What follows belongs to an exercise in optimizing a design on an open flow for small area, a short achievable clock period and few clock cycles; a production flow would make more cautious choices. RTL that was checked went through simulation tests only; none was proved equivalent to the original. For run 2, only the layout was checked, not whether the RTL still works. Power and IR drop assume default switching activity.

$ cat flow/design.v
`timescale 1ns / 1ps
module ALU(ALUConf, Sign, In1, In2, Zero, Result);
    input [4:0] ALUConf;
    input Sign;
    input [31:0] In1;
    input [31:0] In2;
    output Zero;
    output reg [31:0] Result;
    assign Zero = (Result == 0);
    wire ss;
    wire lt_31;
    wire lt_signed;
    assign ss = {In1[31], In2[31]};
    assign lt_31 = (In1[30:0] < In2[30:0]);
    assign lt_signed = (In1[31] ^ In2[31])? ((ss == 2'b01)? 0: 1): lt_31;
    always @(*) begin
        case (ALUConf)
            5'b00000: Result <= In1 + In2;
            5'b00001: Result <= In1 | In2;
            5'b00010: Result <= In1 & In2;
            5'b00110: Result <= In1 - In2;
            5'b00111: Result <= {31'h00000000, Sign? lt_signed: (In1 < In2)};
            5'b01100: Result <= ~(In1 | In2);
            5'b01101: Result <= In1 ^ In2;
            5'b10000: Result <= (In2 >> In1[4:0]);
            5'b11000: Result <= ({{32{In2[31]}}, In2} >> In1[4:0]);
            5'b11001: Result <= (In2 << In1[4:0]);
            default: Result <= 32'h00000000;
        endcase
    end
endmodule
`timescale 1ns / 1ps
module ALUControl(ALUOp, Funct, ALUConf, Sign);
    input [3:0] ALUOp;
    input [5:0] Funct;
    output reg [4:0] ALUConf;
    output Sign;
    parameter aluADD = 5'b00000;
    parameter aluOR  = 5'b00001;
    parameter aluAND = 5'b00010;
    parameter aluSUB = 5'b00110;
    parameter aluSLT = 5'b00111;
    parameter aluNOR = 5'b01100;
    parameter aluXOR = 5'b01101;
    parameter aluSRL = 5'b10000;
    parameter aluSRA = 5'b11000;
    parameter aluSLL = 5'b11001;
    assign Sign = (ALUOp[2:0] == 3'b010)? ~Funct[0]: ~ALUOp[3];
    reg [4:0] aluFunct;
    always @(*)
        case (Funct)
            6'b00_0000: aluFunct <= aluSLL;
            6'b00_0010: aluFunct <= aluSRL;
            6'b00_0011: aluFunct <= aluSRA;
            6'b10_0000: aluFunct <= aluADD;
            6'b10_0001: aluFunct <= aluADD;
            6'b10_0010: aluFunct <= aluSUB;
            6'b10_0011: aluFunct <= aluSUB;
            6'b10_0100: aluFunct <= aluAND;
            6'b10_0101: aluFunct <= aluOR;
            6'b10_0110: aluFunct <= aluXOR;
            6'b10_0111: aluFunct <= aluNOR;
            6'b10_1010: aluFunct <= aluSLT;
            6'b10_1011: aluFunct <= aluSLT;
            default: aluFunct <= aluADD;
        endcase
    always @(*)
        case (ALUOp[2:0])
            3'b000: ALUConf <= aluADD;
            3'b001: ALUConf <= aluSUB;
            3'b100: ALUConf <= aluAND;
            3'b101: ALUConf <= aluSLT;
            3'b010: ALUConf <= aluFunct;
            default: ALUConf <= aluADD;
        endcase
endmodule
`timescale 1ns / 1ps
module ImmProcess(ExtOp, LuiOp, Immediate, ImmExtOut, ImmExtShift); 
    input ExtOp;  
    input LuiOp;  
    input [15:0] Immediate;
    output [31:0] ImmExtOut;
    output [31:0] ImmExtShift;
    wire [31:0] ImmExt;
    assign ImmExt = {ExtOp? {16{Immediate[15]}}: 16'h0000, Immediate};
    assign ImmExtShift = ImmExt << 2;
    assign ImmExtOut = LuiOp? {Immediate, 16'h0000}: ImmExt;
endmodule
`timescale 1ns / 1ps
module InstReg(reset, clk, IRWrite, Instruction, OpCode, rs, rt, rd, Shamt, Funct);
    input reset;
    input clk;
    input IRWrite;
    input [31:0] Instruction;
    output reg [5:0]  OpCode;
    output reg [4:0]  rs;
    output reg [4:0]  rt;
    output reg [4:0]  rd;
    output reg [4:0]  Shamt;
    output reg [5:0]  Funct;
    reg [31:0] instruction;
    always @(posedge reset or posedge clk) begin
        if (reset) begin
            OpCode <= 6'b000000;
            rs <= 5'b00000;
            rt <= 5'b00000;
            rd <= 5'b00000;
            Shamt <= 5'b00000;
            Funct <= 6'b000000;
            instruction <= 32'b0;
        end
        else if (IRWrite) begin
            OpCode <= Instruction[31:26];
            rs <= Instruction[25:21];
            rt <= Instruction[20:16];
            rd <= Instruction[15:11];
            Shamt <= Instruction[10:6];
            Funct <= Instruction[5:0];
            instruction <= Instruction;
        end
        else begin
            OpCode <= OpCode;
            rs <= rs;
            rt <= rt;
            rd <= rd;
            Shamt <= Shamt;
            Funct <= Funct;
            instruction <= instruction;
        end
    end
endmodule
`timescale 1ns / 1ps
module PC(reset, clk, PCWrite, PC_i, PC_o);
    input reset;             
    input clk;
    input PCWrite;
    input [31:0] PC_i;
    output reg [31:0] PC_o; 
    always@(posedge reset or posedge clk)
    begin
        if(reset) begin
            PC_o <= 0;
        end else if (PCWrite) begin
            PC_o <= PC_i;
        end else begin
            PC_o <= PC_o;
        end
    end
endmodule
`timescale 1ns / 1ps
module RegTemp(reset, clk, Data_i, Data_o);
    input reset;
    input clk;
    input [31:0] Data_i;
    output reg [31:0] Data_o;
    always@(posedge reset or posedge clk) begin
        if (reset) begin
            Data_o <= 32'h00000000;
        end else begin
            Data_o <= Data_i;
        end
    end
endmodule
`timescale 1ns / 1ps
module RegisterFile(reset, clk, RegWrite, Read_register1, Read_register2, Write_register, Write_data, Read_data1, Read_data2);
	input reset;
	input clk;
	input RegWrite;
	input [4:0] Read_register1;
	input [4:0] Read_register2; 
	input [4:0] Write_register;
	input [31:0] Write_data;
	output [31:0] Read_data1;
	output [31:0] Read_data2;
	reg [31:0] RF_data[31:1];
	assign Read_data1 = (Read_register1 == 5'b00000)? 32'h00000000: RF_data[Read_register1];
	assign Read_data2 = (Read_register2 == 5'b00000)? 32'h00000000: RF_data[Read_register2];
	integer i;
	always @(posedge reset or posedge clk) begin
		if (reset) begin
			for (i = 1; i < 32; i = i + 1) begin
				RF_data[i] <= 32'h00000000;
			end
		end else if (RegWrite && (Write_register != 5'b00000)) begin
			RF_data[Write_register] <= Write_data;
		end
	end
endmodule
`timescale 1ns / 1ps
module Controller(reset, clk, OpCode, Funct, 
                PCWrite, PCWriteCond, IorD, MemWrite, MemRead,
                IRWrite, MemtoReg, RegDst, RegWrite, ExtOp, LuiOp,
                ALUSrcA, ALUSrcB, ALUOp, PCSource);
    input reset;
    input clk;
    input  [5:0] OpCode;
    input  [5:0] Funct;
    output reg PCWrite;
    output reg PCWriteCond;
    output reg IorD;
    output reg MemWrite;
    output reg MemRead;
    output reg IRWrite;
    output reg [1:0] MemtoReg;
    output reg [1:0] RegDst;
    output reg RegWrite;
    output reg ExtOp;
    output reg LuiOp;
    output reg [1:0] ALUSrcA;
    output reg [1:0] ALUSrcB;
    output reg [3:0] ALUOp;
    output reg [1:0] PCSource;
     reg [2:0] state;  
     reg [2:0] next_state;  
     parameter sIF = 3'b0 ,sID = 3'b1; 
    always @(posedge reset or posedge clk) 
    begin
        if (reset) 
            begin
                state <= 3'b0;
                next_state <=3'b0;
                PCWrite <= 1'b0;
                PCWriteCond <= 1'b0;
                IorD <= 1'b0;
                MemWrite <= 1'b0;
                MemRead <= 1'b0;
                IRWrite <= 1'b0;
                MemtoReg <= 2'b00;
                RegDst <= 2'b0;
                RegWrite <= 1'b0;
                ExtOp <= 1'b0;
                LuiOp <= 1'b0;
                ALUSrcA <= 2'b0;
                ALUSrcB <= 2'b0;
                PCSource <=2'b0;
            end
        else
        begin
            if (next_state == sIF) 
                begin
                    state <= next_state;
                    next_state <= next_state + 3'b1;
                    MemRead <= 1'b1;
                    IRWrite <= 1'b1;
                    PCWrite <= 1'b1;
                    PCSource <= 2'b00;
                    ALUSrcA <= 2'b00;
                    IorD <= 1'b0;
                    ALUSrcB <= 2'b01;
                    PCWriteCond <= 1'b0;
                    MemWrite <= 1'b0;
                    MemtoReg <= 2'b00;
                    RegDst <= 2'b0;
                    RegWrite <= 1'b0;
                    ExtOp <= 1'b0;
                    LuiOp <= 1'b0;
                end
            else if (next_state == sID) 
                begin
                    state <= next_state;
                    next_state <= next_state + 3'b1;
                    ALUSrcA <= 2'b00;
                    ALUSrcB <= 2'b11;    
                    ExtOp <= 1'b1;
                    PCWrite <= 1'b0;
                    PCWriteCond <= 1'b0;
                    IorD <= 1'b0;
                    MemWrite <= 1'b0;
                    MemRead <= 1'b0;
                    IRWrite <= 1'b0;
                    MemtoReg <= 2'b00;
                    RegDst <= 2'b0;
                    RegWrite <= 1'b0;
                    LuiOp <= 1'b0;
                    PCSource <=2'b0;
                end
            else if (next_state == 3'd2) 
                begin
                    state <= next_state;
                    case(OpCode)
                        6'h00: 
                            begin
                                ALUSrcA <= (Funct==6'h00 || Funct==6'h02 || Funct==6'h03 ) ? 2'b10 : 2'b01; 
                                ALUSrcB <= 2'b00;                       
                                case(Funct)
                                    6'h08:      
                                        begin
                                            PCSource <= 2'b00;
                                            PCWrite  <= 1'b1;
                                            next_state <= sIF;
                                        end
                                    6'h09:        
                                        begin
                                            PCSource <= 2'b00;
                                            PCWrite  <= 1'b1;
                                            next_state <= sIF;
                                            RegDst <= 2'b01;   
                                            MemtoReg <= 2'b10;
                                            RegWrite <= 1'b1;
                                        end
                                    default:
                                        begin
                                            next_state <= next_state + 3'b1;
                                        end
                                endcase
                            end
                        6'h23,6'h2b,6'h0f,6'h08,6'h09,6'h0c,6'h0b,6'h0a:      
                            begin
                                ALUSrcA <= 2'b01;   
                                ALUSrcB <= 2'b10;   
                                ExtOp <=((OpCode==6'h0c)? 0 : 1);      
                                LuiOp <=((OpCode==6'h0f)? 1 : 0);      
                                next_state <= next_state +3'b1;
                            end
                        6'h04: 
                            begin
                                PCWriteCond <= 1'b1;
                                ALUSrcA <= 2'b01;
                                ALUSrcB <= 2'b00;
                                PCSource <= 2'b01;
                                next_state <= sIF;
                            end
                        6'h02: 
                            begin
                                PCWrite <= 1'b1;
                                PCSource <= 2'b10;
                                next_state <= sIF;
                            end
                        6'h03: 
                            begin
                                PCWrite <= 1'b1;
                                PCSource <= 2'b10;
                                RegDst <=  2'b10;   
                                MemtoReg <= 2'b10;
                                RegWrite <= 1'b1;
                                next_state <= sIF;
                            end 
                        default: 
                            begin
                                next_state <= sIF;
                            end
                    endcase
                end
            else if (next_state == 3'd3) 
                begin
                    state<=next_state;
                    case(OpCode)
                        6'h00: 
                            begin
                                RegWrite <= 1'b1;
                                RegDst <= 2'b01;
                                MemtoReg <= 2'b01;
                                next_state <= sIF;
                            end
                        6'h2b:      
                            begin
                                MemWrite<=1'b1;
                                IorD <=1'b1;
                                next_state <= sIF;
                            end
                        6'h08,6'h09,6'h0c,6'h0b,6'h0a,6'h0f:      
                            begin
                                RegWrite <= 1'b1;
                                RegDst <= 2'b00;
                                MemtoReg <= 2'b01;
                                next_state <= sIF;
                            end
                        6'h23:      
                            begin
                                MemRead <= 1'b1;
                                IorD <= 1'b1;
                                IRWrite <=1'b0;
                                next_state <= next_state +3'b001;
                            end
                        default: 
                            begin
                                next_state <= sIF;
                            end
                    endcase
                end
            else if (next_state == 3'd4) 
                begin
                    state<=next_state;
                    case(OpCode)
                        6'h23: 
                            begin
                                RegWrite <= 1'b1;
                                RegDst <= 2'b00;
                                MemtoReg <= 2'b00;
                                next_state <= sIF;
                            end
                        default: 
                            begin
                                next_state <= sIF;
                            end
                    endcase
                 end
         end
    end
    always @(*) begin
        ALUOp[3] = OpCode[0];
        if (state == sIF || state == sID) begin
            ALUOp[2:0] = 3'b000;
        end 
        else begin
            case(OpCode)
                6'h00: ALUOp[2:0] = 3'b010;
                6'h04: ALUOp[2:0] = 3'b001;
                6'h0c: ALUOp[2:0] = 3'b100;
                6'h0a, 6'h0b: ALUOp[2:0] = 3'b101;
                default: ALUOp[2:0] = 3'b000;
            endcase
        end
    end
endmodule
`timescale 1ns / 1ps
module MultiCycleCPU (reset, clk, mem_addr, mem_wdata, mem_we, mem_rdata);
    input reset;
    input clk;
    output [31:0] mem_addr;
    output [31:0] mem_wdata;
    output mem_we;
    input  [31:0] mem_rdata;
    wire PCWrite_;
    wire [31:0] PC_i;
    wire [31:0] PC_o;
    PC PC(reset, clk, PCWrite_, PC_i, PC_o);
    wire [31:0] Address;
    wire [31:0] InstAndDataMemory_Write_data;
    wire MemRead;
    wire MemWrite;
    wire [31:0] Mem_data;
    assign mem_addr = Address;
    assign mem_wdata = InstAndDataMemory_Write_data;
    assign mem_we = MemWrite;
    assign Mem_data = MemRead? mem_rdata: 32'h00000000;
    wire IRWrite;
    wire [5:0] OpCode;
    wire [4:0] rs;
    wire [4:0] rt;
    wire [4:0] rd;
    wire [4:0] Shamt;
    wire [5:0] Funct;
    InstReg InstReg(reset, clk, IRWrite, Mem_data, OpCode, rs, rt, rd, Shamt, Funct);
    wire [31:0] Mem_data_save;
    RegTemp MemDataReg(reset, clk, Mem_data, Mem_data_save);
    wire RegWrite;
    wire [4:0] Write_register;
    wire [31:0] RegisterFile_Write_data;
    wire [31:0] Read_data1;
    wire [31:0] Read_data2;
    RegisterFile RegisterFile(reset, clk, RegWrite, rs, rt, Write_register, 
                              RegisterFile_Write_data, Read_data1, Read_data2);
    wire [31:0] Read_data1_save;
    wire [31:0] Read_data2_save;
    RegTemp Read_data_A_Reg(reset, clk, Read_data1, Read_data1_save);
    RegTemp Read_data_B_Reg(reset, clk, Read_data2, Read_data2_save);
    wire [3:0] ALUop;
    wire [4:0] ALUConf;
    wire Sign;
    ALUControl ALUControl(ALUop, Funct, ALUConf, Sign);
    wire [31:0] In1;
    wire [31:0] In2;
    wire Zero;
    wire [31:0] Result;
    ALU ALU(ALUConf, Sign, In1, In2, Zero, Result);
    wire [31:0] Result_save;
    RegTemp ALUOut(reset, clk, Result, Result_save);
    wire [15:0] Immediate;
    wire ExtOp;
    wire LuiOp;
    wire [31:0] ImmExtOut;
    wire [31:0] ImmExtShift;
    ImmProcess ImmProcess(ExtOp, LuiOp, Immediate, ImmExtOut, ImmExtShift);
    wire PCWrite;
    wire PCWriteCond;
    assign PCWrite_ = PCWrite | (PCWriteCond & Zero);
    wire [1:0] PCSource;
    assign PC_i = (PCSource == 2'b00)? Result:
                  (PCSource == 2'b01)? Result_save:
                  (PCSource == 2'b10)? {PC_o[31:28], rs, rt, rd, Shamt, Funct, 2'b00}:
                  (PCSource == 2'b11)? Read_data1_save:
                  Result_save;
    wire IorD;
    assign Address = (IorD == 1'b0)? PC_o: Result_save;
    assign InstAndDataMemory_Write_data = Read_data2_save;
    wire [1:0] RegDst;
    assign Write_register = (RegDst == 2'b00)? rt:
                            (RegDst == 2'b01)? rd:
                            (RegDst == 2'b10)? 5'd31:
                            rd;
    wire [1:0] MemtoReg;
    assign RegisterFile_Write_data = (MemtoReg == 2'b00)? Mem_data_save:
                                     (MemtoReg == 2'b01)? Result_save:
                                     (MemtoReg == 2'b10)? PC_o:
                                     Result_save;
    wire [1:0] ALUSrcA;
    assign In1 = (ALUSrcA == 2'b00)? PC_o:
                 (ALUSrcA == 2'b01)? Read_data1_save:
                 (ALUSrcA == 2'b10)? Shamt:
                 Read_data1_save;
    wire [1:0] ALUSrcB;
    assign In2 = (ALUSrcB == 2'b00)? Read_data2_save:
                 (ALUSrcB == 2'b01)? 32'd4:
                 (ALUSrcB == 2'b10)? ImmExtOut:
                 (ALUSrcB == 2'b11)? ImmExtShift:
                 Read_data2_save;
    assign Immediate = {rd, Shamt, Funct};
    Controller Controller(reset, clk, OpCode, Funct, PCWrite,
                          PCWriteCond, IorD, MemWrite, MemRead,
                          IRWrite, MemtoReg, RegDst, RegWrite,
                          ExtOp, LuiOp, ALUSrcA, ALUSrcB, ALUop,PCSource);                    
endmodule
$ cat flow/run.sh
#!/bin/bash
# synth_recipe.tcl (not shown) runs the flow's synth.tcl, then flattens the netlist and writes it again
# the make line also repeats each setting of config.mk as NAME=value (left out here)
make -C /OpenROAD-flow-scripts/flow DESIGN_CONFIG=/design/flow/config.mk WORK_HOME=/design/flow/orfs CLKGATE_MAP_FILE= SYNTH_SCRIPT=/design/flow/synth_recipe.tcl finish
$ cat flow/config.mk
export PLATFORM = sky130hd
export DESIGN_NAME = MultiCycleCPU
export DESIGN_NICKNAME = MultiCycleCPU
export VERILOG_FILES = /design/flow/design.v
export SDC_FILE = /design/flow/constraint.sdc
export NUM_CORES = 8
export LEC_CHECK = 0
export CAP_MARGIN = 30
export CORE_MARGIN = 2
export CORE_UTILIZATION = 40
export SLEW_MARGIN = 30
$ cat flow/constraint.sdc
create_clock -name core_clock -period 9.0 [get_ports {clk}]
set_input_delay 1.8000 -clock core_clock [delete_from_list [all_inputs] [get_ports {clk}]]
set_output_delay 1.8000 -clock core_clock [all_outputs]
set_load 0.01 [all_outputs]
==> results of run 1 <==
[cells in the mapped netlist (all sizes together), types with 15 or more instances]
library cell / n
nand2: 1298
dfrtp: 1208
o21ai: 1127
clkbuf: 614
a21oi: 352
a22oi: 340
nor2: 297
a22o: 295
a221oi: 272
nand4: 161
nor3: 146
nand3: 138
mux2i: 130
inv: 118
ha: 107
mux2: 107
buf: 83
a222oi: 65
a211oi: 57
and2: 53
o211ai: 46
o22ai: 33
and3: 32
nand2b: 31
mux4: 30
a31oi: 29
or3: 27
nor4: 24
a21o: 22
nor2b: 22
o221ai: 22
o21a: 19
o31ai: 19
or2: 18
nor4bb: 15
xnor2: 15
[report_power, final]
group | total [W] | internal, W | switching [W]
registers | 0.00943 | 0.00723 | 0.00220
logic | 0.0151 | 0.00432 | 0.0108
clock network | 0.00580 | 0.00324 | 0.00256
total | 0.0304 | 0.0148 | 0.0156
[cells by family (layout without fill, tap and decap cells)]
logic type,count (synthesis),in the layout
adder cells (fa/ha/maj),109,109
flip-flops,1208,1208
AO/OA/AOI/OAI,2858,2858
AND/OR/NAND/NOR,2326,2326
other,0,23
buffers and inverters,817,738
XOR/XNOR,18,18
multiplexers,267,267
[worst register-to-register path, delay by kind of cell, from the launching register on]
family,cells,cell delay (ps)
adder cells (fa/ha/maj),1,520
multiplexers,1,380
buffers and inverters,1,350
flip-flops,1,810
AO/OA/AOI/OAI,5,1510
AND/OR/NAND/NOR,10,4050
[metrics by stage]
stage          cells  total power, W  hold WS, ps  setup WS (ps)  instance area (um2)
2_1_floorplan   7603          0.0165          462          -9490                67600
5_1_grt         9728          0.0310          520            982                76600
3_3_place_gp    9473          0.0235          483           1550                71600
6_report        9751          0.0304          506           1200                76700
3_5_place_dp    9475          0.0236          494           1430                71800
4_1_cts         9721          0.0293          508           1380                76400
[sequential cells by signal, summed over array words and instances (netlist names), 3 cells and up]
signal,flops
RegisterFile.RF_data,992
ALUOut.Data_o,32
MemDataReg.Data_o,32
PC.PC_o,32
Read_data_A_Reg.Data_o,32
Read_data_B_Reg.Data_o,32
InstReg.Funct,6
InstReg.OpCode,6
InstReg.Shamt,5
InstReg.rd,5
InstReg.rs,5
InstReg.rt,5
Controller.next_state,3
[routing by layer]
metal / vias up / share of wire / global-route usage
met2: 6293 / 0.40 / 0.621
met5: - / 0.0017 / 0.0178
li1: 27898 / - / -
met1: 34183 / 0.36 / 0.542
met3: 1994 / 0.14 / 0.179
met4: 24 / 0.094 / 0.326
[worst max-delay path by stage]
stage          depth (start not counted)  slack (ps)                  start          endpoint
2_1_floorplan                          1       -9490                  reset  ALUOut.Data_o[0]
6_report                              18        1200       Controller.LuiOp       PC.PC_o[19]
5_1_grt                               18         980  Controller.ALUSrcB[0]       PC.PC_o[19]
3_3_place_gp                          18        1550       Controller.LuiOp       PC.PC_o[24]
4_1_cts                               18        1380       Controller.LuiOp       PC.PC_o[19]
3_5_place_dp                          18        1430       Controller.LuiOp       PC.PC_o[24]
[layout make-up]
type                       instances  area (um2)  area share
multi-input combinational       5578       35200       0.459
sequential                      1208       30200       0.394
clock buffer                     195        3970      0.0518
timing repair buffer             372        3320      0.0434
tap                             2204        2760      0.0360
clock inverter                    51         644     0.00840
inverter                         120         459     0.00599
antenna                           23        57.6    0.000751
==> out/qor.yml, run 1 <==
worst_setup_path:
  start_kind: "flip-flop"
  timing.rr.start: "Controller.LuiOp"
  arrival_ps: 8420
  rr_endpoint: "PC.PC_o[19]"
  cp_slowest_cell: "dfrtp_1"
  crit_required_ps: 9620
  worstSetupEndpointType: "flip-flop"
  slowest_delay_ps: 810
  cp_num_buf_inv: 1
  rrSetupSlack_ps: 1200
  reg2reg_depth: 18
  path_class: "flip-flop to flip-flop"
  crit_top_cell: "nand2_1"
  critPathTopFamily: "simple AND/OR/NAND/NOR gates"
  crit_fanout: 24
  crit_path_cell_trace: "nand2b_1 > nand2_1 > nand2_1 > a22oi_1 > ha_1 > nor4_1 > and3_1 > o211ai_1 > nand2_1 > o21ai_0 > a22o_1 > or3_1 > or4_1 > nor4_2 > nand3_2 > o31ai_4 > buf_4 > mux2_2"
sta:
  min_period_over_period: 0.866
  setup_tns_ps: 0
  slew_viol_final: 0
  finalSetupViolations: 0
  final_hold_viol_count: 0
  period_minus_slack_ps: 7800
  slew_headroom: 0.238
  worst_slew_pin_slew_ps: 1130
  clock_skew_ps: 84.3
  rsz0062_at_grt: "false"
  clock.fmax_mhz: 128
yosys:
  synth_top_cell_by_area: "dfrtp_1"
  syn_inst: 7603
  yosys_warnings: 8
  synth-edff-count: 0
  seq_area_frac_synth: 0.447
  synth_top_family_by_area: "compound AO/OA/AOI/OAI gates"
  netlist.area_leader.share: 0.447
  yosys.area_share.simple: 0.154
  synth_area_um2: 67600
  synth_nets: 7746
  synthAdderAreaFrac: 0.0204
  synth_compound_area_frac: 0.281
  ys_seq_elements: 1208
  synth_xor_xnor_area_share: 0.00233
  yosys-top-cells-area: "dfrtp_1, o21ai_0, nand2_1, a22o_1, a22oi_1"
  synth.avg_cell_area_um2: 8.89
  synthMuxAreaShare: 0.0483
  synth_cell_type_count: 98
  async_reset_ff_frac: 1.00
  synth_flop_cell: "dfrtp_1"
drt:
  vias: 70392
  first_iter_violations: 12308
  viasPerCell: 7.22
  postRouteWirelength_um: 392000
  post_drt_wl_per_cell_um: 40.2
  drt_pass1_iterations: 17
  antenna_left: 0
  drc_errors: 0
placement:
  place_congestion: 1.09
  dp_hpwl_um: 249000
  portBuffers: 98
clocking:
  cts_buffers: 138
  post-cts-setup-buffers: 0
  clk_latency_ps: 810
  clockBufferDepth: 3
  cts_hold_buf: 0
  cts_root_buffer: "clkbuf_16"
  cts_tree: "built"
  cts_resized: 0
  htreeDepth: 4
  clkSinkCount: 1208
  clk_pin_slew_worst_paths_ps: 60
grt:
  grt_max_degree: 159
  grt_use_total: 0.442
  grt_pass1_vias: 65110
  grt_overflow: 0
  grt_pass1_wl_um: 537000
  antenna_found_initial: 26
power_and_ir_drop:
  irDropWorstVdd_mv: 0.238
  power_density_nw_per_um2: 396
  p_leak_nw: 32.2
layout:
  fin_nets: 7561
  layout_common_cells: "nand2_1, dfrtp_1, o21ai_0"
  fillerInstances: 16270
  area_delta_synth_final_pct: 13.5
  layout_commonest_cell: "nand2_1"
  final_core_utilization: 0.458
  drive_gt1_frac: 0.112
floorplan:
  rows: 150
  initial_core_util: 0.404
  dieArea_um2: 172000
  die_width_um: 415
  io_pins: 99
  core_region_area_um2: 167000
  die_y_um: 415
hold_path:
  hp-class: "flip-flop to flip-flop"
  min_to: "RegisterFile.RF_data[1][11]"
  hp-start: "RegisterFile.RF_data[1][11]"
  hold-path-cell-count: 2
status:
  status: "finished clean"
job:
  drv_cap: 0
Testbench counts, summed over its fixed seeds: cycles 343,499.
==> inputs of run 2 (changes only) <==
==> flow/design.v (replaced) <==
module ALU(op, a, b, shamt, result, sum);
    input [3:0] op;
    input [31:0] a;
    input [31:0] b;
    input [4:0] shamt;
    output reg [31:0] result;
    output [31:0] sum;
    wire sub = (op == 4'd1) || (op == 4'd6) || (op == 4'd7);
    wire [32:0] s = {1'b0, a} + {1'b0, b ^ {32{sub}}} + {32'd0, sub};
    assign sum = s[31:0];
    wire lt  = (a[31] ^ b[31]) ? a[31] : s[31];
    wire ltu = ~s[32];
    wire signed [31:0] bs = b;
    always @(*) begin
        case (op)
            4'd0, 4'd1: result = s[31:0];
            4'd2:  result = a & b;
            4'd3:  result = a | b;
            4'd4:  result = a ^ b;
            4'd5:  result = ~(a | b);
            4'd6:  result = {31'd0, lt};
            4'd7:  result = {31'd0, ltu};
            4'd8:  result = b << shamt;
            4'd9:  result = b >> shamt;
            4'd10: result = bs >>> shamt;
            default: result = s[31:0];
        endcase
    end
endmodule
module RegisterFile(reset, clk, we, wa, wd, ra1, ra2, rd1, rd2);
    input reset;
    input clk;
    input we;
    input [4:0] wa;
    input [31:0] wd;
    input [4:0] ra1;
    input [4:0] ra2;
    output [31:0] rd1;
    output [31:0] rd2;
    reg [31:0] data [1:31];
    reg [31:1] vld;
    wire wen = we && (wa != 5'd0);
    integer i;
    always @(posedge reset or posedge clk) begin
        if (reset)
            vld <= 31'd0;
        else if (wen)
            vld[wa] <= 1'b1;
    end
    always @(posedge clk) begin
        if (wen)
            data[wa] <= wd;
    end
    assign rd1 = (ra1 != 5'd0 && vld[ra1]) ? data[ra1] : 32'd0;
    assign rd2 = (ra2 != 5'd0 && vld[ra2]) ? data[ra2] : 32'd0;
endmodule
module MultiCycleCPU (reset, clk, mem_addr, mem_wdata, mem_we, mem_rdata);
    input reset;
    input clk;
    output [31:0] mem_addr;
    output [31:0] mem_wdata;
    output mem_we;
    input  [31:0] mem_rdata;
    reg [31:0] maddr;       
    reg        mem_cyc;     
    reg        mem_ld;      
    reg [4:0]  mem_rd;      
    reg        st_we;
    reg [31:0] st_data;
    reg        ex_valid;
    reg [31:0] ir;
    reg [31:0] ex_pc4;      
    reg [31:0] ra, rb;
    assign mem_addr  = maddr;
    assign mem_we    = st_we;
    assign mem_wdata = st_data;
    wire [5:0]  op    = ir[31:26];
    wire [5:0]  fn    = ir[5:0];
    wire [4:0]  ir_rs = ir[25:21];
    wire [4:0]  ir_rt = ir[20:16];
    wire [4:0]  ir_rd = ir[15:11];
    wire [15:0] imm   = ir[15:0];
    wire is_r    = (op == 6'h00);
    wire is_jr   = is_r && (fn == 6'h08);
    wire is_jalr = is_r && (fn == 6'h09);
    wire is_j    = (op == 6'h02);
    wire is_jal  = (op == 6'h03);
    wire is_beq  = (op == 6'h04);
    wire is_lw   = (op == 6'h23);
    wire is_sw   = (op == 6'h2b);
    wire is_andi = (op == 6'h0c);
    wire is_lui  = (op == 6'h0f);
    wire is_alui = (op == 6'h08) || (op == 6'h09) || (op == 6'h0a) ||
                   (op == 6'h0b) || is_andi || is_lui;
    reg [3:0] alu_op;
    always @(*) begin
        if (is_r) begin
            case (fn)
                6'h00: alu_op = 4'd8;
                6'h02: alu_op = 4'd9;
                6'h03: alu_op = 4'd10;
                6'h22, 6'h23: alu_op = 4'd1;
                6'h24: alu_op = 4'd2;
                6'h25: alu_op = 4'd3;
                6'h26: alu_op = 4'd4;
                6'h27: alu_op = 4'd5;
                6'h2a: alu_op = 4'd6;
                6'h2b: alu_op = 4'd7;
                default: alu_op = 4'd0;
            endcase
        end else begin
            case (op)
                6'h0a: alu_op = 4'd6;
                6'h0b: alu_op = 4'd7;
                6'h0c: alu_op = 4'd2;
                default: alu_op = 4'd0;
            endcase
        end
    end
    wire use_imm = is_alui || is_lw || is_sw;
    wire [31:0] immv = is_lui  ? {imm, 16'h0000} :
                       is_andi ? {16'h0000, imm} :
                                 {{16{imm[15]}}, imm};
    wire [31:0] opb = use_imm ? immv : rb;
    wire [31:0] alu_res, alu_sum;
    ALU ALU(.op(alu_op), .a(ra), .b(opb), .shamt(ir[10:6]), .result(alu_res), .sum(alu_sum));
    wire link = is_jal || is_jalr;
    wire [31:0] ex_wdata = link ? ex_pc4 : alu_res;
    wire ex_writes = ex_valid && ((is_r && !is_jr) || is_alui || is_jal);
    wire [4:0] ex_wreg = is_jal ? 5'd31 : is_r ? ir_rd : ir_rt;
    wire ex_run = ex_valid && !mem_cyc;
    wire taken = is_beq && (ra == rb);
    wire redirect = ex_run && (is_jr || is_jalr || taken);
    wire [31:0] btarget = ex_pc4 + {{14{imm[15]}}, imm, 2'b00};
    wire [31:0] rtarget = is_beq ? btarget : alu_sum;
    wire to_mem = ex_run && (is_lw || is_sw);
    wire [31:0] inst = mem_rdata;
    wire [4:0]  f_rs = inst[25:21];
    wire [4:0]  f_rt = inst[20:16];
    wire [31:0] pc4f = maddr + 32'd4;
    wire f_isj = (inst[31:27] == 5'b00001);   
    wire [31:0] jtarget_f = {pc4f[31:28], inst[25:0], 2'b00};
    wire rf_we = mem_cyc ? mem_ld : (ex_run && ex_writes);
    wire [4:0] rf_wa = mem_cyc ? mem_rd : ex_wreg;
    wire [31:0] rf_wd = mem_cyc ? mem_rdata : ex_wdata;
    wire [31:0] rf_a, rf_b;
    RegisterFile RegisterFile(.reset(reset), .clk(clk), .we(rf_we), .wa(rf_wa), .wd(rf_wd),
                              .ra1(f_rs), .ra2(f_rt), .rd1(rf_a), .rd2(rf_b));
    wire ex_fwd = ex_writes && (ex_wreg != 5'd0);
    wire fwd_a = ex_fwd && (ex_wreg == f_rs);
    wire fwd_b = ex_fwd && (ex_wreg == f_rt);
    wire ld_fwd = mem_ld && (mem_rd != 5'd0);
    always @(posedge reset or posedge clk) begin
        if (reset) begin
            maddr    <= 32'd0;
            mem_cyc  <= 1'b0;
            st_we    <= 1'b0;
            ex_valid <= 1'b0;
        end else if (mem_cyc) begin
            mem_cyc <= 1'b0;
            st_we   <= 1'b0;
            maddr   <= (is_j || is_jal) ? {ex_pc4[31:28], ir[25:0], 2'b00} : ex_pc4;
        end else begin
            ex_valid <= !redirect;
            if (redirect) begin
                maddr <= rtarget;
            end else if (to_mem) begin
                maddr   <= alu_sum;
                mem_cyc <= 1'b1;
                st_we   <= is_sw;
            end else if (f_isj) begin
                maddr <= jtarget_f;
            end else begin
                maddr <= pc4f;
            end
        end
    end
    always @(posedge clk) begin
        if (mem_cyc) begin
            if (ld_fwd && mem_rd == ir_rs) ra <= mem_rdata;
            if (ld_fwd && mem_rd == ir_rt) rb <= mem_rdata;
        end else begin
            ir     <= inst;
            ex_pc4 <= pc4f;
            ra     <= fwd_a ? ex_wdata : rf_a;
            rb     <= fwd_b ? ex_wdata : rf_b;
            if (to_mem) begin
                mem_ld  <= is_lw;
                mem_rd  <= ir_rt;
                st_data <= rb;
            end
        end
    end
endmodule
==> run 2 against run 1 <==
Clock power shrank 4.3%. Synthesized cell count shrank 37%. Die area grew 2.0%. Cell count shrank 25%. Critical endpoint is now RegisterFile.data[22][14]. Setup slack gained 590 ps. Area after synthesis grew 2.0%. Global-route usage shrank 13 points. Largest power group is now sequential cells. Sequential share of layout area grew 7.1 points. Core utilization shrank 0.13 points.
==> out/qor.yml, run 2 <==
drt:
  postRouteWirelength_um: 271000  # -31%
  post_drt_wl_per_cell_um: 37.0  # -7.9%
  drt_pass1_iterations: 6  # -11
  drc_errors: 0  # unchanged
  viasPerCell: 6.67  # -7.5%
  antenna_left: 0  # unchanged
  first_iter_violations: 7229  # -41%
  vias: 48875  # -31%
grt:
  grt_use_total: 0.308  # -0.134
  grt_pass1_wl_um: 377000  # -30%
  grt_max_degree: 88  # -45%
  grt_overflow: 0  # unchanged
  antenna_found_initial: 13  # -50%
  grt_pass1_vias: 47471  # -27%
layout:
  layout_common_cells: "edfxtp_1, mux4_2, nor2_1"
  drive_gt1_frac: 0.233  # +0.121
  fin_nets: 5074  # -33%
  area_delta_synth_final_pct: 13.6  # about the same
  layout_commonest_cell: "edfxtp_1"
  top_register: "RegisterFile.data"
  final_core_utilization: 0.457  # -0.00129
  largest_register_ffs: 992  # unchanged
sta:
  finalSetupViolations: 0  # unchanged
  clock.fmax_mhz: 139  # +8.2%
  clock_skew_ps: 64.9  # -19.5 ps
  final_hold_viol_count: 0  # unchanged
  min_period_over_period: 0.801  # -0.0657
  period_minus_slack_ps: 7200  # -591 ps
  setup_tns_ps: 0  # unchanged
  slew_headroom: 0.225  # -0.0127
  slew_viol_final: 0  # unchanged
  rsz0062_at_grt: "false"
  worst_slew_pin_slew_ps: 1160  # +20.8 ps
clocking:
  clk_latency_ps: 830  # +20 ps
  clockBufferDepth: 3  # unchanged
  htreeDepth: 4  # unchanged
  cts_tree: "built"
  cts_hold_buf: 0  # unchanged
  clkSinkCount: 1224  # +1.3%
  clk_pin_slew_worst_paths_ps: 60  # about the same
  post-cts-setup-buffers: 0  # unchanged
  cts_buffers: 136  # -1.4%
  cts_root_buffer: "clkbuf_16"
  cts_resized: 0  # unchanged
yosys:
  synth-edff-count: 1158  # +1,158
  synth_nets: 4985  # -36%
  seq_area_frac_synth: 0.528  # +0.0810
  synth_area_um2: 68900  # +2.0%
  yosys_warnings: 3  # -5
  synth_top_cell_by_area: "edfxtp_1"
  synth_flop_cell: "edfxtp_1"
  yosysMostFrequentCell: "edfxtp_1"
  synthTopCellsByCount: "edfxtp_1, mux4_2, nor2_1, nand2_1, a21oi_1"
  syn_inst: 4813  # -37%
  async_reset_ff_frac: 0.0539  # -0.946
  yosys-top-cells-area: "edfxtp_1, mux4_2, mux2i_1, ha_1, dfrtp_1"
  synth.avg_cell_area_um2: 14.3  # +61%
  ys_seq_elements: 1224  # +1.3%
  synth_cell_type_count: 108  # +10%
  netlist.area_leader.share: 0.504  # +0.0571
worst_setup_path:
  crit_cells: 17  # -1
  cp_slowest_cell: "o32ai_1"
  rr_endpoint: "RegisterFile.data[22][14]"
  path_class: "flip-flop to flip-flop"
  timing.rr.start: "ir[27]"
  start_kind: "flip-flop"
  crit_required_ps: 9410  # -210 ps
  crit_fanout: 31  # +29%
  slowest_delay_ps: 970  # +160 ps
  crit_path_cell_trace: "nor3_1 > nand2_1 > or3_1 > o41ai_4 > buf_4 > buf_4 > xor2_1 > ha_1 > nand2_1 > a21o_1 > a211oi_1 > a21o_1 > a21oi_1 > xor2_1 > o21ai_0 > o32ai_1 > a21oi_4"
  rrSetupSlack_ps: 1800  # +590 ps
  crit_path_end: "RegisterFile.data[22][14]"
  cp_num_buf_inv: 2  # +1
  arrival_ps: 7620  # -800 ps
  worstSetupEndpointType: "flip-flop"
  startpoint: "ir[27]"
  critPathTopFamily: "compound AO/OA/AOI/OAI gates"
  reg2reg_depth: 17  # -1
floorplan:
  core_region_area_um2: 171000  # +2.4%
  dieArea_um2: 176000  # +2.0%
  die_y_um: 419  # +1.0%
  initial_core_util: 0.402  # -0.00131
  rows: 152  # +1.3%
  die_width_um: 419  # +1.0%
  io_pins: 99  # unchanged
power_and_ir_drop:
  irDropWorstVdd_mv: 0.151  # -36%
  total_power_w: 0.0162  # -47%
  p_leak_nw: 26.7  # -17%
  power_density_nw_per_um2: 207  # -48%
placement:
  dp_hpwl_um: 185000  # -26%
  place_congestion: 1.06  # -3.2%
  portBuffers: 98  # unchanged
job:
  drv_cap: 0  # unchanged
hold_path:
  hp-class: "flip-flop to flip-flop"
  hp-start: "maddr[0]"
  hold-path-cell-count: 0  # -2
status:
  status: "finished clean"
run 2: changes by cell type in the layout (fill, tap and decap cells not counted), sizes merged, moves of 81 or more:
cell and delta:
nand2 -1012, a21oi -94, nand4 -140, edfxtp +1158, nor3 -88, buf -81
dfrtp -1142, mux2i +84, mux4 +586, a22oi -331, o21ai -873, xnor2 +83
a221oi -243, a22o -282
run 2: cell families after synthesis:
logic type                 Yosys count  synth area share
AOI/OAI and AO/OA                 1028            0.0983
xor gates and xnor gates           171            0.0217
adders and majority gates          138            0.0253
buffers and inverters              454            0.0260
DFF                               1224             0.528
muxes                              872             0.239
and+or+nand+nor                    926            0.0607
run 2: where the power goes:
group	leakage, nW	total [W]	internal, W	switching [W]
Sequential	11.7	0.00721	0.00680	0.000404
Clock	2.12	0.00555	0.00315	0.00240
Combinational	12.9	0.00343	0.00126	0.00217
Total	26.7	0.0162	0.0112	0.00498
run 2: worst register-to-register path, delay by kind of cell (launching register included):
kind                     cells  cell delay [ps]
buffers and inverters        2              680
adder cells (fa/ha/maj)      1              390
AND/OR/NAND/NOR              4             1490
flip-flops                   1              570
XOR/XNOR                     2              570
AO/OA/AOI/OAI                8             3130
run 2: worst min path at each step:
stage | endpoint | slack (ps)
global placement | ex_pc4[0] | 460
detailed placement | RegisterFile.vld[24] | 460
global route | ex_pc4[0] | 490
floorplan | RegisterFile.vld[21] | 440
finish | ex_pc4[0] | 480
CTS | RegisterFile.vld[24] | 480
run 2: final cells by class:
cell class	instances	area, um2
Timing Repair Buffer	282	2840
Inverter	123	464
Clock inverter	73	763
Fill cell	15021	93100
Multi-Input combinational cell	3135	31300
Tap cell	2310	2890
Antenna cell	10	25.0
Clock buffer	166	3590
Sequential cell	1224	36400
run 2: layer usage:
layer  vias up  global-route usage  routed length (um)
met3       728              0.0650               25800
met1     25426               0.395              101000
li1      19674                   -                   -
met2      3041               0.484              126000
met4         6               0.182               18500
met5         -                   0                  37
run 2: per-stage QoR:
stage / hold WS, ps / cells / worst slack [ps] / instance area [um2]
3_3_place_gp: 461 / 7048 / 1640 / 73200
2_1_floorplan: 439 / 4813 / 2350 / 68900
4_1_cts: 480 / 7311 / 1760 / 78200
6_report: 481 / 7323 / 1800 / 78300
3_5_place_dp: 463 / 7072 / 1780 / 73800
5_1_grt: 491 / 7316 / 1500 / 78300

## port drivers added, routing unchanged
Ports are ideal in the flow. The routed layouts listed here were re-timed in OpenROAD.
Step 1 assumes that a clkbuf_16 drives the clock port and a buf_2 every other input.
Step 2, shift: input delay + t, output delay - t, t = (earliest + latest rising clock arrival at the registers) / 2. This alone moves slack from input paths to output paths.
Slacks: ideal ports / drivers / drivers and shift; pairs: ideal ports / drivers.
run	t (ns)	setup slack, ns	worst setup path at the end	latest minus earliest clock arrival (ns)	worst slew at a driven data input, ns
run 1	0.857	1.204 / 1.204 / 1.204	register to register	0.088 / 0.088	0.08
run 2	0.873	1.795 / 1.795 / 1.795	register to register	0.067 / 0.067	0.05
After both steps every run listed still meets setup and hold.
